Source: an optimization exercise on an open RTL-to-GDS flow (aim: small area). Production flows keep margins and buffers that such runs may drop.
At most, simulation tests tie the RTL to the original design; equivalence was not proved.
Function not checked in run 5: the RTL went through the layout flow alone.
Power is estimated from default activity; no workload was simulated.

==> flow/design.v (outline; a module is shown in full before it is edited, if it fits) <==
// module mac_arith: 1617 lines
// module fa_cell: 4 lines
// module ha_cell: 4 lines
// module bwd_arith: 1589 lines
// module top_level: 402 lines
module top_level (
    clk, rst, seed,
    action, state, next_state, step_o, phase, episode_o, q_cur, q_next
);
  // ...
==> flow/flow/run.sh <==
#!/bin/bash
set -euo pipefail
export BUFFER_PORTS_ARGS="-buffer_cell sky130_fd_sc_hd__buf_1"
export CTS_ARGS="-sink_clustering_enable -repair_clock_nets -dont_use_dummy_load -buf_list sky130_fd_sc_hd__clkbuf_8 -sink_clustering_size 15 -sink_clustering_max_diameter 80"
bash standard.sh > standard.log 2>&1
==> flow/standard.sh <==
#!/bin/bash
# synth_recipe.tcl (not shown) runs the flow's synth.tcl, then flattens the netlist and writes it again
# the make line also repeats each setting of config.mk as NAME=value (left out here)
make -C /OpenROAD-flow-scripts/flow DESIGN_CONFIG=/design/flow/config.mk WORK_HOME=/design/flow/orfs CLKGATE_MAP_FILE= SYNTH_SCRIPT=/design/flow/synth_recipe.tcl "${@:-finish}"
==> flow/config.mk <==
export PLATFORM = sky130hd
export DESIGN_NAME = top_level
export DESIGN_NICKNAME = top_level
export VERILOG_FILES = /design/flow/design.v
export SDC_FILE = /design/flow/constraint.sdc
export NUM_CORES = 8
export LEC_CHECK = 0
export CAP_MARGIN = 20
export CORE_MARGIN = 2
export CORE_UTILIZATION = 70
export CTS_BUF_LIST = sky130_fd_sc_hd__clkbuf_8
export CTS_CLUSTER_DIAMETER = 80
export CTS_CLUSTER_SIZE = 15
export PLACE_DENSITY = 0.8
export SLEW_MARGIN = 20
export SYNTH_HIERARCHICAL = 1
export SYNTH_MINIMUM_KEEP_SIZE = 0
==> flow/constraint.sdc <==
create_clock -name core_clock -period 20.0 [get_ports {clk}]
set_input_delay 4.0000 -clock core_clock [delete_from_list [all_inputs] [get_ports {clk}]]
set_output_delay 4.0000 -clock core_clock [all_outputs]
set_load 0.01 [all_outputs]
==> results.py, run 1 <==
metrics = {
    "outcome": {
        "status": "timing/DRC/antenna clean",
    },
    "cts": {
        "hold_buffers": 0,
        "clock-sinks": 1252,
        "cts_resized": 0,
        "cts_setup_buffers": 0,
        "cts_buffers": 97,
    },
    "die": {
        "fp.dieW_um": 349,
        "initial_core_util_pct": 70.6,
    },
    "synthesis": {
        "synth_top_flop_cell": "dfxtp_1",
        "synth-simple-area-share_pct": 15.0,
        "synthAdderAreaFrac_pct": 38.0,
    },
    "placement": {
        "gp_congestion": 0.954,
    },
    "layout": {
        "stdcell_area_sq_um": 86600,
        "area_dominant_class": "multi-input gates",
        "final_cells": 9623,
        "nClkBuffers": 97,
        "largest_reg_flops": 495,
        "n_fill_cell": 8376,
    },
    "pwr": {
        "p_comb_mw": 7.33,
        "sw_frac_of_total_pct": 49.2,
        "power.total_mw": 11.6,
        "power_clock_mw": 1.22,
    },
    "setup_path": {
        "crit_slowest_cell": "or4b_2",
        "worstSetupPathType": "flop to flop",
        "crit_required_ns": 20.71,
    },
    "sta": {
        "slew_violations": 0,
    },
    "detailed_routing": {
        "route.met2.wl_um": 102000,
    },
    "global_route": {
        "grtUsageMet1_pct": 51.4,
    },
}
==> module top_level, before the edit <==
module top_level (
    clk, rst, seed,
    action, state, next_state, step_o, phase, episode_o, q_cur, q_next
);
    input clk, rst;
    input [11:0] seed;
    output [1:0] action;
    output [3:0] state;
    output [3:0] next_state;
    output [3:0] step_o;
    output [3:0] phase;
    output [11:0] episode_o;
    output [63:0] q_cur;
    output [63:0] q_next;
    integer r, p, i;
    function [15:0] w2init;           
        input integer row, col;
        begin
            case (row)
            0: case (col)
                0: w2init = 16'b0000000110101011;
                1: w2init = 16'b0000001000100111;
                2: w2init = 16'b0000000010001111;
                3: w2init = 16'b0000000000101000;
                default: w2init = 16'b0000001010111111;
               endcase
            1: w2init = 16'b0000000101001101;
            2: w2init = 16'b0000000100101010;
            3: w2init = 16'b0000000110001001;
            4: w2init = 16'b0000000100000110;
            5: w2init = 16'b0000000100100100;
            6: w2init = 16'b0000000110000011;
            7: w2init = 16'b0000000110101000;
            default: w2init = 16'b0000000100010010;
            endcase
        end
    endfunction
    function [15:0] w3init;           
        input integer out, col;
        begin
            case (out*5+col)
            0:  w3init = 16'b0000000111001010;
            1:  w3init = 16'b0000001110100010;
            2:  w3init = 16'b0000000100101100;
            3:  w3init = 16'b0000000100100110;
            4:  w3init = 16'b0000000010000101;
            5:  w3init = 16'b0000000000010100;
            6:  w3init = 16'b0000001010110111;
            7:  w3init = 16'b0000000011011101;
            8:  w3init = 16'b0000000100100110;
            9:  w3init = 16'b0000000010110101;
            10: w3init = 16'b0000000000010110;
            11: w3init = 16'b0000001110000100;
            12: w3init = 16'b0000000101100100;
            13: w3init = 16'b0000000001011010;
            14: w3init = 16'b0000000100110110;
            15: w3init = 16'b0000000010100011;
            16: w3init = 16'b0000000001011001;
            17: w3init = 16'b0000000001010111;
            18: w3init = 16'b0000000101010101;
            default: w3init = 16'b0000000100101011;
            endcase
        end
    endfunction
    function [4:0] w3lo;
        input integer out;
        input [2:0] col;
        reg [15:0] t;
        begin
            t = w3init(out, col);
            w3lo = t[4:0];
        end
    endfunction
    function [4:0] w2lof;
        input [3:0] row;
        input [2:0] col;
        reg [15:0] t;
        begin
            t = w2init(row, col);
            w2lof = t[4:0];
        end
    endfunction
    function [11:0] actf;
        input [15:0] z;
        reg neg, satp, satn, segb, segc, lz, cin;
        reg [11:0] sh, k;
        begin
            neg = z[15];
            satp = ~neg & (z > 16'd5120);
            satn = neg & (z < 16'hEC00);                        
            segc = neg ? ((z > 16'hEC00) & (z < 16'hF680))      
                       : ((z > 16'd2432) & (z < 16'd5120));
            segb = neg ? ((z > 16'hF680) & (z < 16'hFC00))      
                       : ((z > 16'd1024) & (z < 16'd2432));
            sh = segc ? {{4{z[15]}}, z[12:5]} : (segb ? {{2{z[15]}}, z[12:3]} : z[13:2]);
            k = segc ? (neg ? 12'd160 : 12'd864) : (segb ? (neg ? 12'd384 : 12'd640) : 12'd512);
            lz = segc ? (z[4:0] == 5'd0) : (segb ? (z[2:0] == 3'd0) : (z[1:0] == 2'd0));
            cin = neg & ~lz;
            actf = satp ? 12'd1024 : (satn ? 12'd0 : k + sh + {11'd0, cin});
        end
    endfunction
    function [3:0] gmove;
        input [1:0] ci, cj, a;
        input [3:0] stp;
        reg [1:0] im, jm, in_, jn;
        begin
            im = (a == 2'd1) ? (ci - 2'd1) : ((a == 2'd3) ? (ci + 2'd1) : ci);
            jm = (a == 2'd2) ? (cj - 2'd1) : ((a == 2'd0) ? (cj + 2'd1) : cj);
            in_ = (im == 2'd0) ? ci : im;
            jn = (jm == 2'd0) ? cj : jm;
            gmove = (stp == 4'd15) ? 4'b0101 : {in_, jn};
        end
    endfunction
    function [3:0] ij2st;
        input [3:0] ij;
        begin
            ij2st = ((ij[3:2] - 4'd1) * 4'd3) + ij[1:0];
        end
    endfunction
    function [11:0] lfsr_sh;
        input [11:0] x;
        begin
            lfsr_sh = {x[10:0], x[10] ^ x[7]};
        end
    endfunction
    reg [3:0] ctrl, step;
    reg [11:0] ep;
    wire [3:0] st1;
    always @(posedge clk) begin
        if (rst) begin
            ctrl <= 4'd0;
            step <= 4'd0;
            ep <= 12'd0;
        end else begin
            ctrl <= ctrl + 4'd1;
            if (ctrl == 4'd9) begin
                ctrl <= 4'd1;
                step <= step + 4'd1;
                if ((step == 4'd15) || (st1 == 4'd9)) begin
                    step <= 4'd1;
                    ep <= ep + 12'd1;
                end
            end
        end
    end
    reg [11:0] lf;
    always @(posedge clk) begin
        if (rst) lf <= seed;
        else lf <= lfsr_sh(lf);
    end
    reg [11:0] qc0, qc1, qc2, qc3, qn0, qn1, qn2, qn3;
    reg signed [11:0] mxr, qt;
    reg [1:0] ixr, qact;
    wire [1:0] act = (ep < lf) ? qact : lf[1:0];
    reg [1:0] gi, gj;
    wire [3:0] ijn = gmove(gi, gj, act, step);
    assign st1 = ij2st(ijn);
    wire [3:0] st = ij2st({gi, gj});
    always @(posedge clk) begin
        if (rst) begin
            gi <= 2'd1;
            gj <= 2'd1;
        end else if (ctrl == 4'd1) begin
            gi <= ijn[3:2];
            gj <= ijn[1:0];
        end
    end
    reg [11:0] pq0, pq1;
    wire [11:0] aA, aB;
    wire signed [11:0] sn0 = pq0, sn1 = pq1, sn2 = aA, sn3 = aB;
    wire nge01 = (sn0 >= sn1), nge23 = (sn2 >= sn3);
    wire signed [11:0] nm1 = nge01 ? sn0 : sn1;
    wire signed [11:0] nm2 = nge23 ? sn2 : sn3;
    wire ngew = (nm1 >= nm2);
    wire signed [11:0] qmx = ngew ? nm1 : nm2;
    wire [1:0] qmi = ngew ? {1'b0, ~nge01} : {1'b1, ~nge23};
    reg signed [4:0] dl0, dl1, dl2, dl3;
    wire [11:0] lf7 = lfsr_sh(lfsr_sh(lf));
    wire [1:0] act7 = (ep < lf7) ? qact : lf7[1:0];
    wire [3:0] st1_7 = ij2st(gmove(gi, gj, act7, step));
    wire rneg = (st1_7 == 4'd5) || (st1_7 == 4'd7) || (st1_7 == 4'd8);
    wire rpos = (st1_7 == 4'd9);
    wire pen = (st1_7 == st) || (step == 4'd15);
    wire signed [4:0] r5 = rpos ? (pen ? 5'sd5 : 5'sd10) : ((rneg ^ pen) ? -5'sd5 : ((rneg & pen) ? -5'sd10 : 5'sd0));
    wire signed [12:0] tdx = (qmx >>> 1) + (qmx >>> 2) + (qmx >>> 3) - qt;
    wire signed [4:0] tdd = {{2{tdx[12]}}, tdx[12:10]} + r5;
    always @(posedge clk) begin
        if (rst) begin
            dl0 <= 5'sd0; dl1 <= 5'sd0; dl2 <= 5'sd0; dl3 <= 5'sd0;
        end else if ((ctrl == 4'd5) && (step != 4'd0)) begin
            case (act7)
                2'd0: dl0 <= tdd;
                2'd1: dl1 <= tdd;
                2'd2: dl2 <= tdd;
                default: dl3 <= tdd;
            endcase
        end
    end
    wire [11:0] lf9 = lfsr_sh(lfsr_sh(lfsr_sh(lf)));
    wire [11:0] lf1 = lfsr_sh(lf9);
    wire [1:0] act9 = (ep < lf9) ? qact : lf9[1:0];
    wire wrap9 = (step == 4'd15) || (ij2st(gmove(gi, gj, act9, step)) == 4'd9);
    wire [11:0] ep1 = wrap9 ? ep + 12'd1 : ep;
    wire [3:0] step1 = wrap9 ? 4'd1 : step + 4'd1;
    wire [1:0] act1 = (ep1 < lf1) ? qact : lf1[1:0];
    wire [3:0] stnew = ij2st(gmove(gi, gj, act1, step1));
    reg [3:0] st_old, st_new;       
    always @(posedge clk) begin
        if (ctrl == 4'd6) begin
            st_old <= st;
            st_new <= stnew;
        end
    end
    reg run;
    always @(posedge clk) begin
        if (rst) run <= 1'b0;
        else if (ctrl == 4'd6) run <= 1'b1;
    end
    wire s1 = (ctrl == 4'd6) || (ctrl == 4'd7) || (ctrl == 4'd8) || (ctrl == 4'd9) || (ctrl == 4'd1);
    wire s2 = run && ((ctrl == 4'd7) || (ctrl == 4'd8) || (ctrl == 4'd9) || (ctrl == 4'd1) || (ctrl == 4'd2));
    wire s3 = run && ((ctrl == 4'd8) || (ctrl == 4'd9) || (ctrl == 4'd1) || (ctrl == 4'd2) || (ctrl == 4'd3));
    reg [2:0] ph;
    always @(posedge clk) begin
        if (rst) ph <= 3'd0;
        else ph <= (ph == 3'd4) ? 3'd0 : ph + 3'd1;
    end
    function [2:0] colat;
        input [2:0] phase_, pos;
        reg [3:0] s;
        begin
            s = phase_ + pos;
            colat = (s >= 4'd5) ? s - 4'd5 : s;
        end
    endfunction
    wire [2:0] col0 = colat(ph, 3'd0);    
    wire [2:0] col4 = colat(ph, 3'd4);    
    wire [2:0] col3 = colat(ph, 3'd3);    
    reg [9*55-1:0] w2r;         
    reg [54:0] b2r;             
    reg [4*55-1:0] w3r;         
    reg [54:0] apr;             
    reg [54:0] acr;             
    wire rload = (step == 4'd0) && (ctrl <= 4'd4);
    wire [10:0] acr0 = acr[10:0];         
    reg [10:0] b3h0, b3h1, b3h2, b3h3;
    wire [10:0] w3h0 = w3r[0*55 +: 11];
    wire [10:0] w3h1 = w3r[1*55 +: 11];
    wire [10:0] w3h2 = w3r[2*55 +: 11];
    wire [10:0] w3h3 = w3r[3*55 +: 11];
    wire signed [15:0] w3s0 = {w3h0, w3lo(0, col0)};
    wire signed [15:0] w3s1 = {w3h1, w3lo(1, col0)};
    wire signed [15:0] w3s2 = {w3h2, w3lo(2, col0)};
    wire signed [15:0] w3s3 = {w3h3, w3lo(3, col0)};
    wire [10:0] aprev = apr[10:0];
    wire [7:0] delta2;
    wire [10:0] w3n0, w3n1, w3n2, w3n3;    
    bwd_arith u_bwd (
        .w3s0(w3s0), .w3s1(w3s1), .w3s2(w3s2), .w3s3(w3s3),
        .dl0(dl0), .dl1(dl1), .dl2(dl2), .dl3(dl3),
        .aprev(aprev), .delta2(delta2),
        .w3h0(w3h0), .w3h1(w3h1), .w3h2(w3h2), .w3h3(w3h3),
        .w3n0(w3n0), .w3n1(w3n1), .w3n2(w3n2), .w3n3(w3n3)
    );
    reg [7:0] d2r;              
    always @(posedge clk) d2r <= delta2;
    wire [3:0] orow = st_old - 4'd1;
    wire [3:0] nrow = st_new - 4'd1;
    reg [10:0] w2o, w2nr;
    always @* begin
        w2o = 11'd0;
        w2nr = 11'd0;
        for (r = 0; r < 9; r = r + 1) begin
            w2o = w2o | ({11{orow == r}} & w2r[r*55+44 +: 11]);
            w2nr = w2nr | ({11{nrow == r}} & w2r[r*55+44 +: 11]);
        end
    end
    wire [10:0] w2u = w2o + {{3{d2r[7]}}, d2r};
    wire [10:0] w2n = (st_new == st_old) ? w2u : w2nr;
    wire [10:0] b2n = b2r[54:44] - {10'd0, d2r[7]};
    wire [4:0] w2lo = w2lof(nrow, col4);
    wire [15:0] z2 = {w2n, w2lo} + {b2n, 5'b11111};
    wire [10:0] anext = aA[10:0];
    wire signed [15:0] w3t0 = {w3r[0*55+33 +: 11], w3lo(0, col3)};
    wire signed [15:0] w3t1 = {w3r[1*55+33 +: 11], w3lo(1, col3)};
    wire signed [15:0] w3t2 = {w3r[2*55+33 +: 11], w3lo(2, col3)};
    wire signed [15:0] w3t3 = {w3r[3*55+33 +: 11], w3lo(3, col3)};
    reg [25:0] acc0, acc1, acc2, acc3;
    wire clr = (ctrl == 4'd8);
    wire [25:0] macc0, macc1, macc2, macc3;
    mac_arith u_mac (
        .acc0(acc0), .acc1(acc1), .acc2(acc2), .acc3(acc3), .clr(clr),
        .b3h0(b3h0), .b3h1(b3h1), .b3h2(b3h2), .b3h3(b3h3),
        .w3t0(w3t0), .w3t1(w3t1), .w3t2(w3t2), .w3t3(w3t3), .acur3(acr[43:33] & {11{s3}}),
        .macc0(macc0), .macc1(macc1), .macc2(macc2), .macc3(macc3)
    );
    always @(posedge clk) begin
        acc0 <= macc0;
        acc1 <= macc1;
        acc2 <= macc2;
        acc3 <= macc3;
    end
    wire [10:0] w3n [0:3];
    assign w3n[0] = w3n0;
    assign w3n[1] = w3n1;
    assign w3n[2] = w3n2;
    assign w3n[3] = w3n3;
    wire [9*55-1:0] w2d;
    wire [54:0] b2d, apd, acd;
    wire [4*55-1:0] w3d;
    genvar gr, gp;
    generate
        for (gr = 0; gr < 9; gr = gr + 1) begin : g_w2
            wire [15:0] c16 = w2init(gr, col4);
            assign w2d[gr*55+33 +: 11] = (rload || (s2 && (orow == gr))) ? (rload ? c16[15:5] : w2u) : w2r[gr*55+44 +: 11];
            for (gp = 0; gp < 5; gp = gp + 1) begin : g_p
                if (gp != 3) begin : g_sh
                    assign w2d[gr*55+gp*11 +: 11] = w2r[gr*55+((gp+1)%5)*11 +: 11];
                end
            end
        end
        for (gp = 0; gp < 5; gp = gp + 1) begin : g_b2
            if (gp == 3) begin : g_wr
                assign b2d[33 +: 11] = (rload || s2) ? (rload ? 11'h7FF : b2n) : b2r[44 +: 11];
            end else begin : g_sh
                assign b2d[gp*11 +: 11] = b2r[((gp+1)%5)*11 +: 11];
            end
        end
        for (gr = 0; gr < 4; gr = gr + 1) begin : g_w3
            wire [15:0] c16 = w3init(gr, col0);
            assign w3d[gr*55+44 +: 11] = (rload || s1) ? (rload ? c16[15:5] : w3n[gr]) : w3r[gr*55 +: 11];
            for (gp = 0; gp < 4; gp = gp + 1) begin : g_p
                assign w3d[gr*55+gp*11 +: 11] = w3r[gr*55+(gp+1)*11 +: 11];
            end
        end
        for (gp = 0; gp < 5; gp = gp + 1) begin : g_ap
            if (gp == 4) begin : g_wr
                assign apd[44 +: 11] = (rload || s1) ? (rload ? 11'd0 : acr0) : apr[0 +: 11];
            end else begin : g_sh
                assign apd[gp*11 +: 11] = apr[(gp+1)*11 +: 11];
            end
        end
        for (gp = 0; gp < 5; gp = gp + 1) begin : g_ac
            if (gp == 3) begin : g_wr
                assign acd[33 +: 11] = (rload || s2) ? (rload ? 11'd512 : anext) : acr[44 +: 11];
            end else begin : g_sh
                assign acd[gp*11 +: 11] = acr[((gp+1)%5)*11 +: 11];
            end
        end
    endgenerate
    always @(posedge clk) begin
        w2r <= w2d;
        b2r <= b2d;
        w3r <= w3d;
        apr <= apd;
        acr <= acd;
    end
    wire qsel = (ctrl == 4'd5);
    wire [15:0] zA = qsel ? acc2[25:10] : acc0[25:10];
    wire [15:0] zB = qsel ? acc3[25:10] : acc1[25:10];
    assign aA = actf(s2 ? z2 : zA);
    assign aB = actf(zB);
    wire b3upd = (ctrl == 4'd6);
    wire q0 = (step == 4'd0);
    always @(posedge clk) begin     
        pq0 <= aA;
        pq1 <= aB;
    end
    always @(posedge clk) begin
        if (rst) begin
            b3h0 <= 11'h7FF; b3h1 <= 11'h7FF; b3h2 <= 11'h7FF; b3h3 <= 11'h7FF;
            qn0 <= 12'd0; qn1 <= 12'd0; qn2 <= 12'd0; qn3 <= 12'd0;
            qc0 <= 12'd0; qc1 <= 12'd0; qc2 <= 12'd0; qc3 <= 12'd0;
            qact <= 2'd0;
        end else begin
            b3h0 <= b3h0 - {10'd0, dl0[4] & b3upd};
            b3h1 <= b3h1 - {10'd0, dl1[4] & b3upd};
            b3h2 <= b3h2 - {10'd0, dl2[4] & b3upd};
            b3h3 <= b3h3 - {10'd0, dl3[4] & b3upd};
            if (ctrl == 4'd5) begin    
                qn0 <= q0 ? 12'd512 : pq0;
                qn1 <= q0 ? 12'd512 : pq1;
                qn2 <= q0 ? 12'd512 : aA;
                qn3 <= q0 ? 12'd512 : aB;
                mxr <= q0 ? 12'sd512 : qmx;
                ixr <= q0 ? 2'd0 : qmi;
            end
            if ((ctrl == 4'd1) && (step != 4'd0)) begin
                qc0 <= qn0; qc1 <= qn1; qc2 <= qn2; qc3 <= qn3;
                qt <= mxr;
                qact <= ixr;
            end
        end
    end
    assign action = act;
    assign state = st;
    assign next_state = st1;
    assign step_o = step;
    assign phase = ctrl;
    assign episode_o = ep;
    assign q_cur = {{4{qc3[11]}}, qc3, {4{qc2[11]}}, qc2, {4{qc1[11]}}, qc1, {4{qc0[11]}}, qc0};
    assign q_next = {{4{qn3[11]}}, qn3, {4{qn2[11]}}, qn2, {4{qn1[11]}}, qn1, {4{qn0[11]}}, qn0};
endmodule
==> inputs of run 2 (changes only) <==
--- a/flow/design.v
+++ b/flow/design.v
@@ -3364,6 +3364,6 @@
     end
     reg [11:0] qc0, qc1, qc2, qc3, qn0, qn1, qn2, qn3;
-    reg signed [11:0] mxr, qt;
     reg [1:0] ixr, qact;
+    wire signed [11:0] qt = (qact == 2'd0) ? qc0 : (qact == 2'd1) ? qc1 : (qact == 2'd2) ? qc2 : qc3;
     wire [1:0] act = (ep < lf) ? qact : lf[1:0];
     reg [1:0] gi, gj;
@@ -3596,10 +3596,8 @@
                 qn2 <= q0 ? 12'd512 : aA;
                 qn3 <= q0 ? 12'd512 : aB;
-                mxr <= q0 ? 12'sd512 : qmx;
                 ixr <= q0 ? 2'd0 : qmi;
             end
             if ((ctrl == 4'd1) && (step != 4'd0)) begin
                 qc0 <= qn0; qc1 <= qn1; qc2 <= qn2; qc3 <= qn3;
-                qt <= mxr;
                 qact <= ixr;
             end
==> results.py, run 2 <==
metrics = {
    "synthesis": {
        "syn_nets": 9834,
        "syn_avg_cell_area_sq_um": 10.3,
        "syn_inst": 8095,
        "netlist_area_sq_um": 83200,
        "synthTopCellsByArea": "fa_1 (33%), dfxtp_1 (29%), nand2_1 (7.7%), ha_1 (5.6%), and2_1 (2.6%)",
        "synth_edf_count": 10,
        "synth-seq-cells": 1228,
        "synth_top_area_cell": "fa_1",
        "synthArstFlopShare_pct": 0,
        "yosys_warnings": 7,
        "synth_top_flop_cell": "dfxtp_1",
        "synth_top_area_share_pct": 32.6,
        "synth_cell_types": 128,
        "yosysMostFrequentCell": "nand2_1",
        "yosysSeqAreaShare_pct": 29.7,
        "synthTopCellsByCount": "nand2_1 (1709), fa_1 (1353), dfxtp_1 (1218)",
    },
    "pwr": {
        "peakVddDrop_mv": 0.379,
        "p_seq_share_pct": 27.8,
        "power.total_mw": 9.98,
        "p_leak_nw": 29.2,
        "p_int_mw": 5.50,
        "combinationalPowerShare_pct": 60.0,
        "p_clk_share_pct": 12.2,
        "p_per_area_nw_per_um2": 116,
        "sw_frac_of_total_pct": 45.0,
        "switching_power_mw": 4.49,
    },
    "setup_path": {
        "startpoint": "st_old[0]",
        "worstSetupStartpointType": "flop",
        "worstSetupPathType": "flop to flop",
        "path_max_fanout": 14,
        "crit_required_ns": 20.73,
        "cpPeakStageDelay_ns": 0.69,
        "cpMostUsedCell": "a21o_1",
        "endpoint_kind": "flop",
        "cp.arrival_ns": 19.24,
        "crit_slowest_cell": "and3_1",
        "rr_startpoint": "st_old[0]",
    },
    "placement": {
        "placed_area_sq_um": 85000,
        "gp_congestion": 0.956,
        "dpl.hpwl_um": 170000,
        "port_buffers": 171,
    },
    "layout": {
        "largest_reg_flops": 495,
        "final_core_util_pct": 73.3,
        "largestRegisters": "w2r: 495 flops, w3r: 220 flops",
        "drive_above_1_share_pct": 5.29,
        "layout_common_cells": "nand2_1 (1708), fa_1 (1353), dfxtp_1 (1214)",
        "stdcell_area_sq_um": 86400,
        "final_common_cell": "nand2_1",
        "area_growth_pct": 3.83,
        "largest-register": "w2r",
        "fin_nets": 9797,
    },
    "global_route": {
        "grt_usage_pct": 38.7,
        "antenna_found_initial": 6,
        "grt_start_max_net_pins": 89,
        "grt_pass1_vias": 63455,
        "grt_pass1_wl_um": 361000,
        "grt-ovfl-total": 0,
    },
    "sta": {
        "fin_worst_skew_ns": 0.108,
        "slew_violations": 0,
        "setup_viol": 0,
        "fin_crit_ns": 18.52,
        "hold_viol": 0,
        "period_share_pct": 92.6,
        "slew-limit-headroom_pct": 20.0,
        "timing.fmax_mhz": 54.0,
        "fin_tns_setup_ns": 0,
        "rsz0062_at_grt": "false",
        "tightest_slew_ns": 1.18,
    },
    "detailed_routing": {
        "drtIter0Drc": 6411,
        "antenna_left": 0,
        "vias": 59812,
        "firstDrtPassIters": 10,
        "viasPerCell": 6.23,
        "routed_wl_um": 231000,
        "wl_per_cell_um": 24.0,
        "drc": 0,
    },
    "min_path": {
        "worstHoldStart": "w2r[372]",
        "hold_class": "flop to flop",
    },
    "cts": {
        "cts_buffers": 98,
        "cts_resized": 0,
        "clock-root-buffer": "clkbuf_8",
        "clkTransAtPathRegs_ns": 0.10,
        "clock-sinks": 1228,
        "clockBufferDepth": 3,
        "clock_latency_ns": 0.83,
        "htree_levels": 3,
        "hold_buffers": 0,
        "cts_setup_buffers": 0,
        "cts_tree": "built",
    },
    "die": {
        "initial_core_util_pct": 70.5,
        "fp-row-count": 126,
        "core_sq_um": 118000,
        "die_h_um": 349,
        "fp.dieW_um": 349,
        "die_area_sq_um": 122000,
        "ioPinCount": 172,
    },
    "run": {
        "maxCapViolCount": 0,
    },
    "outcome": {
        "status": "timing/DRC/antenna clean",
    },
}
-- run 2: changes by cell type after synthesis, moves of 13 or more --
cell	delta
nand2b_1	-15
a22o_1	+13
inv_1	+21
nor2_1	-16
and3_1	-23
o21ai_0	+24
a22oi_1	-57
mux2_2	+20
edfxtp_1	-24
-- run 2: kinds of logic after synthesis --
logic type | after synthesis | synth area share, %
buffers and inverters | 1030 | 5.07
AO/OA/AOI/OAI | 983 | 7.90
multiplexers | 177 | 2.40
XOR/XNOR | 178 | 1.90
adder cells (fa/ha/maj) | 1725 | 38.2
AND/OR/NAND/NOR | 2774 | 14.9
flip-flops | 1228 | 29.7
-- run 2: area by class of cell --
cell class	instances	area, sq um
sequential	1228	24700
multi-input combinational	5837	54500
timing repair buffer	324	1820
clock buffer	98	1350
fill	8316	31500
antenna	5	12.5
tap	1536	1920
inverter	569	2140
-- run 2: critical path, delay by kind of cell, from the launching register on --
family                   cells  cell delay [ns]
multiplexers                 1             0.32
buffers and inverters        8             1.21
flip-flops                   1             0.67
AND/OR/NAND/NOR             20             3.52
adder cells (fa/ha/maj)     10             3.13
XOR/XNOR                     7             1.28
AO/OA/AOI/OAI               39             8.23
-- run 2: through the flow --
stage               hold slack, ns  cells  setup slack [ns]
floorplan                    0.310   8095              4.88
global placement             0.309   9493              2.13
detailed placement           0.312   9493              1.88
CTS                          0.249   9591              1.78
global route                 0.247   9593            0.0742
finish                       0.254   9597              1.48
-- run 2: path summary, 6_finish.rpt --
kind,end,slack (ns),cells after the start
setup / recovery,dl2[4],1.48,85
hold / removal,w2r[361],0.25,0
hold reg to reg,w2r[361],0.25,0
setup reg to reg,dl2[4],1.48,85
-- run 2: per-layer routing --
layer	up-vias	share of wire [%]	global-route usage (%)
li1	25673	-	-
met1	30132	39	51.8
met2	3255	46	61.4
met3	750	9.2	7.66
met4	2	5.3	18.1
met5	-	0.0052	0
-- run 2: per-module statistics from Yosys, one instance, submodules excluded --
| module | flops+latches | cell area [sq um] | cells | copies in the design |
|---|---|---|---|---|
| top_level | 1228 | 43400 | 4167 | 1 |
| fa_cell | 0 | 20.0 | 1 | 1330 |
| ha_cell | 0 | 12.5 | 1 | 13 |
| mac_arith | 0 | 5730 | 1200 | 1 |
| bwd_arith | 0 | 7240 | 1385 | 1 |
-- run 2: power by group through the flow --
stage	Sequential, mW	Combinational (mW)	Clock [mW]
after floorplan	2.74	4.44	0
after global routing	2.78	6.76	1.32
after CTS	2.77	5.93	1.24
after detailed placement	2.82	5.88	0
final	2.78	5.99	1.22
after global placement	2.82	5.79	0
==> inputs of run 3 (changes only) <==
--- a/flow/design.v
+++ b/flow/design.v
@@ -3380,5 +3380,5 @@
         end
     end
-    reg [11:0] pq0, pq1;
+    wire [11:0] pq0, pq1;
     wire [11:0] aA, aB;
     wire signed [11:0] sn0 = pq0, sn1 = pq1, sn2 = aA, sn3 = aB;
@@ -3513,5 +3513,11 @@
         acc2 <= macc2;
         acc3 <= macc3;
+        if (ctrl == 4'd4) begin     
+            acc0[11:0] <= aA;
+            acc1[11:0] <= aB;
+        end
     end
+    assign pq0 = acc0[11:0];
+    assign pq1 = acc1[11:0];
     wire [10:0] w3n [0:3];
     assign w3n[0] = w3n0;
@@ -3576,8 +3582,4 @@
     wire b3upd = (ctrl == 4'd6);
     wire q0 = (step == 4'd0);
-    always @(posedge clk) begin     
-        pq0 <= aA;
-        pq1 <= aB;
-    end
     always @(posedge clk) begin
         if (rst) begin
==> results.py, run 3 <==
metrics = {
    "synthesis": {
        "synth_cell_types": 105,
        "synth-seq-cells": 1204,
        "synth_top_area_share_pct": 32.8,
        "syn_avg_cell_area_sq_um": 10.2,
        "synth_top_flop_cell": "dfxtp_1",
        "synth_edf_count": 10,
        "syn_nets": 9872,
        "yosys_warnings": 7,
        "yosysSeqAreaShare_pct": 29.3,
        "netlist_area_sq_um": 82700,
        "synthTopCellsByCount": "nand2_1 (1696), fa_1 (1353), dfxtp_1 (1194)",
        "syn_inst": 8135,
        "synthTopCellsByArea": "fa_1 (33%), dfxtp_1 (29%), nand2_1 (7.7%), ha_1 (5.6%), and2_1 (2.6%)",
        "yosysMostFrequentCell": "nand2_1",
        "synthArstFlopShare_pct": 0,
        "synth_top_area_cell": "fa_1",
    },
    "cts": {
        "cts_tree": "built",
        "cts_buffers": 98,
        "clkTransAtPathRegs_ns": 0.11,
        "clockBufferDepth": 3,
        "cts_setup_buffers": 0,
        "htree_levels": 3,
        "clock-sinks": 1204,
        "clock-root-buffer": "clkbuf_8",
        "clock_latency_ns": 0.87,
        "cts_resized": 0,
        "hold_buffers": 0,
    },
    "pwr": {
        "sw_frac_of_total_pct": 45.6,
        "p_leak_nw": 29.2,
        "p_seq_share_pct": 28.2,
        "p_clk_share_pct": 12.2,
        "peakVddDrop_mv": 0.552,
        "p_int_mw": 5.37,
        "combinationalPowerShare_pct": 59.6,
        "switching_power_mw": 4.50,
        "p_per_area_nw_per_um2": 115,
    },
    "sta": {
        "fin_crit_ns": 18.63,
        "timing.fmax_mhz": 53.7,
        "fin_worst_skew_ns": 0.161,
        "slew_violations": 0,
        "hold_viol": 0,
        "tightest_slew_ns": 1.25,
        "fin_tns_setup_ns": 0,
        "period_share_pct": 93.1,
        "setup_viol": 0,
        "slew-limit-headroom_pct": 16.4,
        "rsz0062_at_grt": "false",
    },
    "setup_path": {
        "path_max_fanout": 18,
        "worst_path_dominant_cell_family": "compound AO/OA/AOI/OAI gates",
        "crit_slowest_cell": "a2111oi_1",
        "rr_startpoint": "st_old[0]",
        "r2r_slack_ns": 1.37,
        "endpoint_kind": "flop",
        "cpMostUsedCell": "a21o_1",
        "crit_end": "dl2[4]",
        "crit_required_ns": 20.69,
        "startpoint": "st_old[0]",
        "worstSetupPathType": "flop to flop",
        "cpPeakStageDelay_ns": 0.68,
        "worstSetupStartpointType": "flop",
        "reg2reg_to": "dl2[4]",
        "cp.depth": 82,
        "cp.arrival_ns": 19.32,
        "cp.buffers_inverters": 5,
        "reg2regPathDepth": 82,
    },
    "detailed_routing": {
        "viasPerCell": 6.23,
        "firstDrtPassIters": 9,
        "routed_wl_um": 235000,
        "wl_per_cell_um": 24.4,
        "drc": 0,
        "antenna_left": 0,
        "vias": 60068,
        "drtIter0Drc": 6276,
    },
    "layout": {
        "largestRegisters": "w2r: 495 flops, w3r: 220 flops",
        "largest-register": "w2r",
        "area_growth_pct": 3.83,
        "drive_above_1_share_pct": 4.86,
        "fin_nets": 9830,
        "n_fill_cell": 8482,
        "largest_reg_flops": 495,
        "final_common_cell": "nand2_1",
        "stdcell_area_sq_um": 85800,
        "layout_common_cells": "nand2_1 (1694), fa_1 (1353), dfxtp_1 (1191)",
    },
    "global_route": {
        "antenna_found_initial": 11,
        "grt_usage_pct": 39.5,
        "grt_pass1_wl_um": 363000,
        "grt-ovfl-total": 0,
        "grt_pass1_vias": 63103,
        "grt_start_max_net_pins": 91,
    },
    "die": {
        "core_sq_um": 118000,
        "initial_core_util_pct": 70.3,
        "ioPinCount": 172,
        "die_area_sq_um": 121000,
        "fp-row-count": 126,
        "die_h_um": 348,
        "fp.dieW_um": 348,
    },
    "min_path": {
        "hold_class": "flop to flop",
    },
    "run": {
        "maxCapViolCount": 0,
    },
    "placement": {
        "dpl.hpwl_um": 175000,
        "port_buffers": 171,
        "placed_area_sq_um": 84400,
        "gp_congestion": 0.979,
    },
    "outcome": {
        "status": "timing/DRC/antenna clean",
    },
}
## run 3: kinds of logic (layout without fill, tap and decap cells)
logic type	count (synthesis)	in the layout	synth area share, %
AOI/OAI and AO/OA	1029	1029	8.17
xor gates and xnor gates	179	179	1.91
adders and majority gates	1723	1723	38.4
buffers and inverters	1028	984	5.05
DFF	1204	1204	29.3
muxes	153	153	2.10
other	0	9	0
and+or+nand+nor	2819	2819	15.1
## run 3: cell type report
class / count / area (sq um) / share of cell area, %
multi-input combinational: 5903 / 54400 / 63.4
sequential: 1204 / 24200 / 28.2
inverter: 557 / 2090 / 2.44
tap: 1536 / 1920 / 2.24
timing repair buffer: 329 / 1840 / 2.15
clock buffer: 98 / 1350 / 1.57
antenna: 9 / 22.5 / 0.0262
## run 3: layer usage
metal / routed length, um / track usage [%]
met4: 14400 / 21.1
met2: 106000 / 61.0
met5: 0 / 0
met3: 24500 / 10.0
met1: 90300 / 51.7
## run 3: how the worst min path moves through the flow
stage,depth (start not counted),slack [ns],end,from
3_3_place_gp,0,0.31,w2r[468],w2r[479]
5_1_grt,0,0.27,w3r[185],w3r[196]
6_report,0,0.27,w3r[185],w3r[196]
2_1_floorplan,0,0.31,acr[0],acr[11]
4_1_cts,0,0.27,w3r[186],w3r[197]
3_5_place_dp,0,0.31,w2r[354],w2r[365]
## run 3: modules after synthesis (local to each module, per instance)
| module | cells inside | times used | flops+latches | area [sq um] |
|---|---|---|---|---|
| ha_cell | 1 | 13 | 0 | 12.5 |
| top_level | 4207 | 1 | 1204 | 42900 |
| fa_cell | 1 | 1330 | 0 | 20.0 |
| bwd_arith | 1385 | 1 | 0 | 7240 |
| mac_arith | 1200 | 1 | 0 | 5730 |
## run 3: power by group through the flow
stage / registers (mW) / clock network (mW) / logic (mW)
floorplan: 2.71 / 0 / 4.37
global placement: 2.82 / 0 / 5.66
detailed placement: 2.83 / 0 / 5.77
CTS: 2.77 / 1.22 / 5.83
global route: 2.79 / 1.31 / 6.69
finish: 2.78 / 1.20 / 5.88
## run 3: per-stage QoR
stage | hold slack (ns) | util (%) | instances | power (mW) | setup slack [ns]
floorplan | 0.310 | - | 8135 | 7.08 | 3.77
global placement | 0.309 | 71.8 | 9527 | 8.49 | 1.73
detailed placement | 0.312 | 71.8 | 9527 | 8.60 | 1.60
CTS | 0.266 | 72.9 | 9625 | 9.83 | 1.45
global route | 0.268 | 73.0 | 9633 | 10.8 | 0.0502
finish | 0.268 | 73.0 | 9636 | 9.87 | 1.37
==> inputs of run 4 (changes only) <==
--- a/flow/design.v
+++ b/flow/design.v
@@ -3364,6 +3364,6 @@
     end
     reg [11:0] qc0, qc1, qc2, qc3, qn0, qn1, qn2, qn3;
+    reg signed [11:0] mxr, qt;
     reg [1:0] ixr, qact;
-    wire signed [11:0] qt = (qact == 2'd0) ? qc0 : (qact == 2'd1) ? qc1 : (qact == 2'd2) ? qc2 : qc3;
     wire [1:0] act = (ep < lf) ? qact : lf[1:0];
     reg [1:0] gi, gj;
@@ -3380,5 +3380,5 @@
         end
     end
-    wire [11:0] pq0, pq1;
+    reg [11:0] pq0, pq1;
     wire [11:0] aA, aB;
     wire signed [11:0] sn0 = pq0, sn1 = pq1, sn2 = aA, sn3 = aB;
@@ -3513,11 +3513,5 @@
         acc2 <= macc2;
         acc3 <= macc3;
-        if (ctrl == 4'd4) begin     
-            acc0[11:0] <= aA;
-            acc1[11:0] <= aB;
-        end
     end
-    assign pq0 = acc0[11:0];
-    assign pq1 = acc1[11:0];
     wire [10:0] w3n [0:3];
     assign w3n[0] = w3n0;
@@ -3582,4 +3576,8 @@
     wire b3upd = (ctrl == 4'd6);
     wire q0 = (step == 4'd0);
+    always @(posedge clk) begin     
+        pq0 <= aA;
+        pq1 <= aB;
+    end
     always @(posedge clk) begin
         if (rst) begin
@@ -3598,8 +3596,10 @@
                 qn2 <= q0 ? 12'd512 : aA;
                 qn3 <= q0 ? 12'd512 : aB;
+                mxr <= q0 ? 12'sd512 : qmx;
                 ixr <= q0 ? 2'd0 : qmi;
             end
             if ((ctrl == 4'd1) && (step != 4'd0)) begin
                 qc0 <= qn0; qc1 <= qn1; qc2 <= qn2; qc3 <= qn3;
+                qt <= mxr;
                 qact <= ixr;
             end
==> flow/flow/run.sh (replaced) <==
#!/bin/bash
set -euo pipefail
export BUFFER_PORTS_ARGS="-buffer_cell sky130_fd_sc_hd__buf_1"
export CTS_ARGS="-sink_clustering_enable -repair_clock_nets -dont_use_dummy_load -buf_list sky130_fd_sc_hd__clkbuf_8 -sink_clustering_size 18 -sink_clustering_max_diameter 60"
bash standard.sh > standard.log 2>&1
--- a/flow/config.mk
+++ b/flow/config.mk
@@ -8,9 +8,9 @@
 export CAP_MARGIN = 20
 export CORE_MARGIN = 2
-export CORE_UTILIZATION = 70
+export CORE_UTILIZATION = 65
 export CTS_BUF_LIST = sky130_fd_sc_hd__clkbuf_8
-export CTS_CLUSTER_DIAMETER = 80
-export CTS_CLUSTER_SIZE = 15
-export PLACE_DENSITY = 0.8
+export CTS_CLUSTER_DIAMETER = 60
+export CTS_CLUSTER_SIZE = 18
+export PLACE_DENSITY = 0.75
 export SLEW_MARGIN = 20
 export SYNTH_HIERARCHICAL = 1
==> results.py, run 4 <==
metrics = {
    "synthesis": {
        "yosysMostFrequentCell": "nand2_1",
        "yosysSeqAreaShare_pct": 30.5,
        "synth_top_area_share_pct": 32.5,
        "syn_inst": 8133,
        "synth_top_area_cell": "fa_1",
        "syn_nets": 9867,
        "synth_cell_types": 115,
        "synthArstFlopShare_pct": 0,
        "syn_avg_cell_area_sq_um": 10.3,
        "yosys_warnings": 7,
        "synthTopCellsByArea": "fa_1 (32%), dfxtp_1 (29%), nand2_1 (7.7%), ha_1 (5.5%), and2_1 (2.6%)",
        "synthTopCellsByCount": "nand2_1 (1712), fa_1 (1353), dfxtp_1 (1218)",
        "synth-seq-cells": 1252,
        "netlist_area_sq_um": 83400,
        "synth_top_flop_cell": "dfxtp_1",
        "synth_edf_count": 34,
    },
    "global_route": {
        "antenna_found_initial": 11,
        "met2_usage_pct": 54.8,
        "grtUsageMet3_pct": 6.63,
        "grtUsageMet1_pct": 47.0,
        "grt_pass1_wl_um": 350000,
        "grt-ovfl-total": 0,
        "grt_usage_pct": 34.6,
        "grt_start_max_net_pins": 82,
        "grt_pass1_vias": 61495,
        "busiest_layer": "met2",
    },
    "cts": {
        "clkTransAtPathRegs_ns": 0.11,
        "hold_buffers": 0,
        "cts_tree": "built",
        "clock_latency_ns": 0.88,
        "clock-root-buffer": "clkbuf_8",
        "clockBufferDepth": 3,
        "htree_levels": 3,
        "clock-sinks": 1252,
        "cts_buffers": 104,
    },
    "pwr": {
        "power.total_mw": 11.1,
        "p_leak_nw": 29.6,
        "p_per_area_nw_per_um2": 128,
        "peakVddDrop_mv": 0.535,
    },
    "min_path": {
        "hold_class": "flop to flop",
    },
    "layout": {
        "multi_input_area_sq_um": 54100,
        "drive_above_1_share_pct": 4.92,
        "largestRegisters": "w2r: 495 flops, w3r: 220 flops",
        "area_growth_pct": 4.20,
        "final_common_cell": "nand2_1",
        "fin_nets": 9841,
        "seqCellArea_sq_um": 25400,
        "largest-register": "w2r",
        "final_cells": 9769,
        "n_fill_cell": 9789,
        "layout_common_cells": "nand2_1 (1709), fa_1 (1353), dfxtp_1 (1218)",
        "largest_reg_flops": 495,
    },
    "sta": {
        "period_share_pct": 92.3,
        "tightest_slew_ns": 1.17,
        "timing.fmax_mhz": 54.2,
        "setup_viol": 0,
        "setup_ws_ns": 1.54,
        "hold_viol": 0,
        "fin_worst_skew_ns": 0.166,
        "slew-limit-headroom_pct": 21.6,
        "fin_crit_ns": 18.46,
        "holdWs_ns": 0.165,
        "slew_violations": 0,
    },
    "die": {
        "ioPinCount": 172,
        "die_h_um": 362,
        "fp.dieW_um": 362,
        "fp-row-count": 131,
        "die_area_sq_um": 131000,
        "core_sq_um": 128000,
        "initial_core_util_pct": 65.4,
    },
    "setup_path": {
        "worstSetupStartpointType": "flop",
        "endpoint_kind": "flop",
        "crit_slowest_cell": "or4b_2",
        "r2r_slack_ns": 1.54,
        "cpMostUsedCell": "a21oi_1",
        "worstSetupPathType": "flop to flop",
        "crit_required_ns": 20.81,
        "cp.arrival_ns": 19.27,
        "cpPeakStageDelay_ns": 0.64,
        "path_max_fanout": 21,
    },
    "placement": {
        "dpl.hpwl_um": 165000,
        "dp.cells": 9658,
        "dp_slack_ns": 0.782,
        "gp_congestion": 0.941,
        "port_buffers": 171,
    },
    "detailed_routing": {
        "routed_wl_um": 224000,
        "firstDrtPassIters": 7,
        "wl_per_cell_um": 22.9,
        "antenna_left": 0,
        "vias": 58829,
        "drtIter0Drc": 5630,
        "viasPerCell": 6.02,
        "drc": 0,
    },
    "run": {
        "maxCapViolCount": 0,
    },
    "outcome": {
        "status": "timing/DRC/antenna clean",
    },
}
## run 4: cells by family after synthesis
kind of cell	after synthesis	share of synthesized area (%)
xor+xnor	171	1.80
fa+ha+maj	1721	38.0
buf+inv	1017	4.94
mux	145	1.78
flops	1252	30.5
compound gates	1010	7.99
simple gates	2817	15.0
## run 4: cell type report
cell class,instances,share of cell area [%]
Multi-Input combinational cell,5864,62.2
Inverter,553,2.39
Tap cell,1662,2.39
Clock buffer,104,1.65
Timing Repair Buffer,332,2.15
Antenna cell,2,0.00576
Sequential cell,1252,29.2
## run 4: final timing paths
| path | cells past startpoint | startpoint | endpoint |
|---|---|---|---|
| setup / recovery | 86 | st_old[3] | dl2[4] |
| hold / removal | 0 | w3r[20] | w3r[9] |
| setup reg to reg | 86 | st_old[3] | dl2[4] |
| hold reg to reg | 0 | w3r[20] | w3r[9] |
## run 4: Yosys stat by module (local to each module, per instance)
module / flip-flops and latches / copies in the design / cells inside / area (sq um)
fa_cell: 0 / 1330 / 1 / 20.0
ha_cell: 0 / 13 / 1 / 12.5
top_level: 1252 / 1 / 4205 / 43700
mac_arith: 0 / 1 / 1200 / 5730
bwd_arith: 0 / 1 / 1385 / 7240
## run 4: layer usage
| metal | vias up | share of wire [%] |
|---|---|---|
| li1 | 25799 | - |
| met3 | 598 | 8.9 |
| met2 | 2853 | 46 |
| met1 | 29573 | 40 |
| met5 | - | 0.017 |
| met4 | 6 | 4.4 |
## run 4: what timing repair did
| action | in CTS | in global routing |
|---|---|---|
| setup buffers | 0 | 3 |
| gates resized for setup | 0 | 2 |
| setup endpoints to repair | 0 | 12 |
## run 4: critical path, delay by kind of cell, from the launching register on
kind,cells,cell delay [ns]
multiplexers,2,0.50
AND/OR/NAND/NOR,22,4.79
XOR/XNOR,5,1.19
adder cells (fa/ha/maj),10,3.38
buffers and inverters,8,1.16
flip-flops,1,0.55
AO/OA/AOI/OAI,39,6.88
## run 4: where the power goes
part	internal [mW]	switching, mW	leakage (nW)	total [mW]
clock	0.461	0.795	0.748	1.26
combinational	2.63	4.25	18.6	6.88
sequential	2.77	0.204	10.2	2.98
## run 4: through the flow
| stage | setup TNS [ns] | utilization, % | instance area (sq um) |
|---|---|---|---|
| final | 0 | 68.2 | 86900 |
| after global routing | -0.0121 | 68.2 | 86900 |
| after CTS | 0 | 68.1 | 86900 |
| after detailed placement | 0 | 67.0 | 85400 |
| after global placement | 0 | 67.0 | 85400 |
| after floorplan | 0 | - | 83400 |
==> inputs of run 5 (changes only) <==
--- a/flow/design.v
+++ b/flow/design.v
@@ -3364,6 +3364,6 @@
     end
     reg [11:0] qc0, qc1, qc2, qc3, qn0, qn1, qn2, qn3;
-    reg signed [11:0] mxr, qt;
     reg [1:0] ixr, qact;
+    wire signed [11:0] qt = (qact == 2'd0) ? qc0 : (qact == 2'd1) ? qc1 : (qact == 2'd2) ? qc2 : qc3;
     wire [1:0] act = (ep < lf) ? qact : lf[1:0];
     reg [1:0] gi, gj;
@@ -3380,5 +3380,5 @@
         end
     end
-    reg [11:0] pq0, pq1;
+    wire [11:0] pq0, pq1;
     wire [11:0] aA, aB;
     wire signed [11:0] sn0 = pq0, sn1 = pq1, sn2 = aA, sn3 = aB;
@@ -3426,12 +3426,7 @@
         end
     end
-    reg run;
-    always @(posedge clk) begin
-        if (rst) run <= 1'b0;
-        else if (ctrl == 4'd6) run <= 1'b1;
-    end
     wire s1 = (ctrl == 4'd6) || (ctrl == 4'd7) || (ctrl == 4'd8) || (ctrl == 4'd9) || (ctrl == 4'd1);
-    wire s2 = run && ((ctrl == 4'd7) || (ctrl == 4'd8) || (ctrl == 4'd9) || (ctrl == 4'd1) || (ctrl == 4'd2));
-    wire s3 = run && ((ctrl == 4'd8) || (ctrl == 4'd9) || (ctrl == 4'd1) || (ctrl == 4'd2) || (ctrl == 4'd3));
+    wire s2 = (ctrl == 4'd7) || (ctrl == 4'd8) || (ctrl == 4'd9) || (ctrl == 4'd1) || (ctrl == 4'd2);
+    wire s3 = (ctrl == 4'd8) || (ctrl == 4'd9) || (ctrl == 4'd1) || (ctrl == 4'd2) || (ctrl == 4'd3);
     reg [2:0] ph;
     always @(posedge clk) begin
@@ -3513,5 +3508,11 @@
         acc2 <= macc2;
         acc3 <= macc3;
+        if (ctrl == 4'd4) begin     
+            acc0[11:0] <= aA;
+            acc1[11:0] <= aB;
+        end
     end
+    assign pq0 = acc0[11:0];
+    assign pq1 = acc1[11:0];
     wire [10:0] w3n [0:3];
     assign w3n[0] = w3n0;
@@ -3570,14 +3571,10 @@
     end
     wire qsel = (ctrl == 4'd5);
-    wire [15:0] zA = qsel ? acc2[25:10] : acc0[25:10];
-    wire [15:0] zB = qsel ? acc3[25:10] : acc1[25:10];
+    wire q0 = (step == 4'd0);
+    wire [15:0] zA = {16{~q0}} & (qsel ? acc2[25:10] : acc0[25:10]);
+    wire [15:0] zB = {16{~q0}} & (qsel ? acc3[25:10] : acc1[25:10]);
     assign aA = actf(s2 ? z2 : zA);
     assign aB = actf(zB);
     wire b3upd = (ctrl == 4'd6);
-    wire q0 = (step == 4'd0);
-    always @(posedge clk) begin     
-        pq0 <= aA;
-        pq1 <= aB;
-    end
     always @(posedge clk) begin
         if (rst) begin
@@ -3591,15 +3588,13 @@
             b3h2 <= b3h2 - {10'd0, dl2[4] & b3upd};
             b3h3 <= b3h3 - {10'd0, dl3[4] & b3upd};
-            if (ctrl == 4'd5) begin    
-                qn0 <= q0 ? 12'd512 : pq0;
-                qn1 <= q0 ? 12'd512 : pq1;
-                qn2 <= q0 ? 12'd512 : aA;
-                qn3 <= q0 ? 12'd512 : aB;
-                mxr <= q0 ? 12'sd512 : qmx;
-                ixr <= q0 ? 2'd0 : qmi;
+            if (ctrl == 4'd5) begin
+                qn0 <= pq0;
+                qn1 <= pq1;
+                qn2 <= aA;
+                qn3 <= aB;
+                ixr <= qmi;
             end
             if ((ctrl == 4'd1) && (step != 4'd0)) begin
                 qc0 <= qn0; qc1 <= qn1; qc2 <= qn2; qc3 <= qn3;
-                qt <= mxr;
                 qact <= ixr;
             end
==> flow/flow/run.sh (replaced) <==
#!/bin/bash
set -euo pipefail
export BUFFER_PORTS_ARGS="-buffer_cell sky130_fd_sc_hd__buf_1"
export CTS_ARGS="-sink_clustering_enable -repair_clock_nets -dont_use_dummy_load -buf_list sky130_fd_sc_hd__clkbuf_8 -sink_clustering_size 15 -sink_clustering_max_diameter 80"
bash standard.sh > standard.log 2>&1
--- a/flow/config.mk
+++ b/flow/config.mk
@@ -8,9 +8,9 @@
 export CAP_MARGIN = 20
 export CORE_MARGIN = 2
-export CORE_UTILIZATION = 65
+export CORE_UTILIZATION = 70
 export CTS_BUF_LIST = sky130_fd_sc_hd__clkbuf_8
-export CTS_CLUSTER_DIAMETER = 60
-export CTS_CLUSTER_SIZE = 18
-export PLACE_DENSITY = 0.75
+export CTS_CLUSTER_DIAMETER = 80
+export CTS_CLUSTER_SIZE = 15
+export PLACE_DENSITY = 0.8
 export SLEW_MARGIN = 20
 export SYNTH_HIERARCHICAL = 1
==> results.py, run 5 <==
metrics = {
    "sta": {
        "rsz0062_at_grt": "false",
        "hold_viol": 0,
        "timing.fmax_mhz": 56.8,
        "fin_worst_skew_ns": 0.120,
        "setup_viol": 0,
        "tightest_slew_ns": 1.19,
        "period_share_pct": 88.1,
        "fin_crit_ns": 17.62,
        "fin_tns_setup_ns": 0,
        "slew-limit-headroom_pct": 20.7,
        "slew_violations": 0,
    },
    "pwr": {
        "peakVddDrop_mv": 0.244,
        "p_per_area_nw_per_um2": 99.9,
        "p_leak_nw": 29.4,
        "power.total_mw": 8.58,
    },
    "setup_path": {
        "cpPeakStageDelay_ns": 0.87,
        "worstSetupStartpointType": "flop",
        "worstSetupPathType": "flop to flop",
        "crit_slowest_cell": "a311oi_1",
        "path_max_fanout": 14,
        "cp.arrival_ns": 18.22,
        "endpoint_kind": "flop",
        "startpoint": "st_old[0]",
        "rr_startpoint": "st_old[0]",
        "crit_required_ns": 20.60,
    },
    "global_route": {
        "grtUsageMet3_pct": 8.44,
        "grt_usage_pct": 39.4,
        "grt_pass1_wl_um": 363000,
        "grt_start_max_net_pins": 95,
        "met2_usage_pct": 63.6,
        "grtUsageMet1_pct": 50.6,
        "antenna_found_initial": 10,
        "grt-ovfl-total": 0,
        "busiest_layer": "met2",
        "grt_pass1_vias": 63288,
    },
    "die": {
        "fp-row-count": 126,
        "ioPinCount": 172,
        "core_sq_um": 118000,
        "die_area_sq_um": 121000,
        "die_h_um": 348,
        "fp.dieW_um": 348,
        "initial_core_util_pct": 70.4,
    },
    "synthesis": {
        "synth_top_area_share_pct": 32.7,
        "netlist_area_sq_um": 82800,
        "synth-seq-cells": 1203,
        "yosysMostFrequentCell": "nand2_1",
        "synthTopCellsByArea": "fa_1 (33%), dfxtp_1 (29%), nand2_1 (7.9%), ha_1 (5.6%), and2_1 (2.6%)",
        "yosys_warnings": 7,
        "syn_inst": 8215,
        "synth_edf_count": 10,
        "yosysSeqAreaShare_pct": 29.2,
        "synth_cell_types": 104,
        "synthArstFlopShare_pct": 0,
        "syn_nets": 9952,
        "synthTopCellsByCount": "nand2_1 (1748), fa_1 (1353), dfxtp_1 (1193)",
        "synth_top_area_cell": "fa_1",
        "synth_top_flop_cell": "dfxtp_1",
        "syn_avg_cell_area_sq_um": 10.1,
    },
    "cts": {
        "cts_resized": 0,
        "clockBufferDepth": 3,
        "cts_setup_buffers": 0,
        "htree_levels": 3,
        "cts_buffers": 97,
        "clkTransAtPathRegs_ns": 0.09,
        "cts_tree": "built",
        "clock-root-buffer": "clkbuf_8",
        "hold_buffers": 0,
        "clock-sinks": 1203,
        "clock_latency_ns": 0.83,
    },
    "detailed_routing": {
        "wl_per_cell_um": 24.3,
        "drc": 0,
        "drtIter0Drc": 6412,
        "antenna_left": 0,
        "routed_wl_um": 235000,
        "firstDrtPassIters": 7,
        "viasPerCell": 6.24,
        "vias": 60438,
    },
    "outcome": {
        "status": "timing/DRC/antenna clean",
    },
    "layout": {
        "area_growth_pct": 3.72,
        "largestRegisters": "w2r: 495 flops, w3r: 220 flops",
        "fin_nets": 9889,
        "final_common_cell": "nand2_1",
        "largest-register": "w2r",
        "largest_reg_flops": 495,
        "drive_above_1_share_pct": 4.47,
        "layout_common_cells": "nand2_1 (1747), fa_1 (1353), dfxtp_1 (1193)",
    },
    "min_path": {
        "hold_class": "flop to flop",
        "worstHoldStart": "w2r[341]",
    },
    "placement": {
        "gp_congestion": 1.00,
        "port_buffers": 171,
        "dpl.hpwl_um": 175000,
    },
    "run": {
        "maxCapViolCount": 0,
    },
}
## run 5: changes by cell type after synthesis, sizes merged, moves of 13 or more
cell,before,now
edfxtp,34,10
inv,547,562
nor4,21,8
nand2,1712,1749
dfxtp,1218,1193
clkbuf,300,326
nand2b,69,90
mux2i,127,111
a21oi,283,379
a22oi,103,47
## run 5: final cells by class
class | instances | area, sq um
Multi-Input combinational cell | 5965 | 54500
Fill cell | 8470 | 31700
Sequential cell | 1203 | 24200
Inverter | 566 | 2120
Tap cell | 1536 | 1920
Timing Repair Buffer | 319 | 1770
Clock buffer | 97 | 1340
Antenna cell | 3 | 7.51
## run 5: worst max-delay path: cells and delay by family (launching register included)
family,cells,cell delay (ns)
AOI/OAI and AO/OA,37,8.01
adders and majority gates,11,3.41
and+or+nand+nor,15,3.17
xor gates and xnor gates,5,1.33
buffers and inverters,5,0.69
DFF,1,0.57
muxes,1,0.20
## run 5: per-layer routing
metal	vias up	wire length, um
met4	8	13800
met2	3412	111000
met5	-	60
li1	25990	-
met1	30264	88200
met3	764	22300
## run 5: path summary, 6_finish.rpt
| path | to | slack, ns | depth (start not counted) |
|---|---|---|---|
| max | dl0[4] | 2.38 | 74 |
| min | w2r[330] | 0.23 | 0 |
| max reg2reg | dl0[4] | 2.38 | 74 |
| min reg2reg | w2r[330] | 0.23 | 0 |
## run 5: metrics by stage
step,hold WS (ns),area [sq um],worst slack [ns],instances,util [%]
2_1_floorplan,0.310,82800,3.93,8215,-
3_3_place_gp,0.310,84500,2.78,9588,71.8
3_5_place_dp,0.312,84500,2.67,9588,71.8
4_1_cts,0.211,85800,2.52,9685,73.0
5_1_grt,0.217,85900,1.08,9687,73.0
6_report,0.231,85900,2.38,9689,73.0
## run 5: report_power, final
part           internal (mW)  total [mW]  switching, mW
registers               2.60        2.79          0.192
logic                   1.89        4.60           2.70
clock network          0.432        1.19          0.756
total                   4.93        8.58           3.65
## run 5: cell families (layout without fill, tap and decap cells)
logic type | after synthesis | count (layout) | synth area share, %
mux | 148 | 148 | 2.03
simple gates | 2870 | 2870 | 15.5
other cells | 0 | 3 | 0
flops | 1203 | 1203 | 29.2
fa+ha+maj | 1723 | 1723 | 38.3
compound gates | 1055 | 1055 | 8.05
xor+xnor | 169 | 169 | 1.82
buf+inv | 1047 | 982 | 5.09
## run 5: Yosys stat by module, one instance, submodules excluded
module     area, sq um  flops+latches
bwd_arith         7240              0
fa_cell           20.0              0
ha_cell           12.5              0
mac_arith         5730              0
top_level        43000           1203

re-timing with driven ports:
The results above use ideal ports. As a check the final layouts listed here were re-extracted and re-timed, cells and wires unchanged. Step 1 (the two cells are an assumption about what drives the block):
set clk [get_ports {clk}]
set_driving_cell -lib_cell sky130_fd_sc_hd__clkbuf_16 $clk
set_driving_cell -lib_cell sky130_fd_sc_hd__buf_2 [delete_from_list [all_inputs] $clk]
Step 2 moves the port delays by t, midway between the first and last clock arrival at a register: inputs arrive t later, outputs are due t later. That takes back most of the time a late clock gives input paths. Slacks: ideal ports / drivers / drivers and shift; pairs: ideal ports / drivers.
run | t (ns) | setup slack, ns | worst register clock-pin slew, ns | cell pins on the clock port's net
run 1 | 0.847 | 1.365 / 1.365 / 1.365 | 0.11 / 0.11 | 1
run 2 | 0.868 | 1.485 / 1.485 / 1.485 | 0.10 / 0.10 | 1
run 3 | 0.873 | 1.374 / 1.374 / 1.374 | 0.12 / 0.12 | 1
run 4 | 0.869 | 1.542 / 1.542 / 1.542 | 0.11 / 0.11 | 1
run 5 | 0.844 | 2.383 / 2.383 / 2.383 | 0.11 / 0.11 | 1
After both steps setup and hold are still met in every run listed.
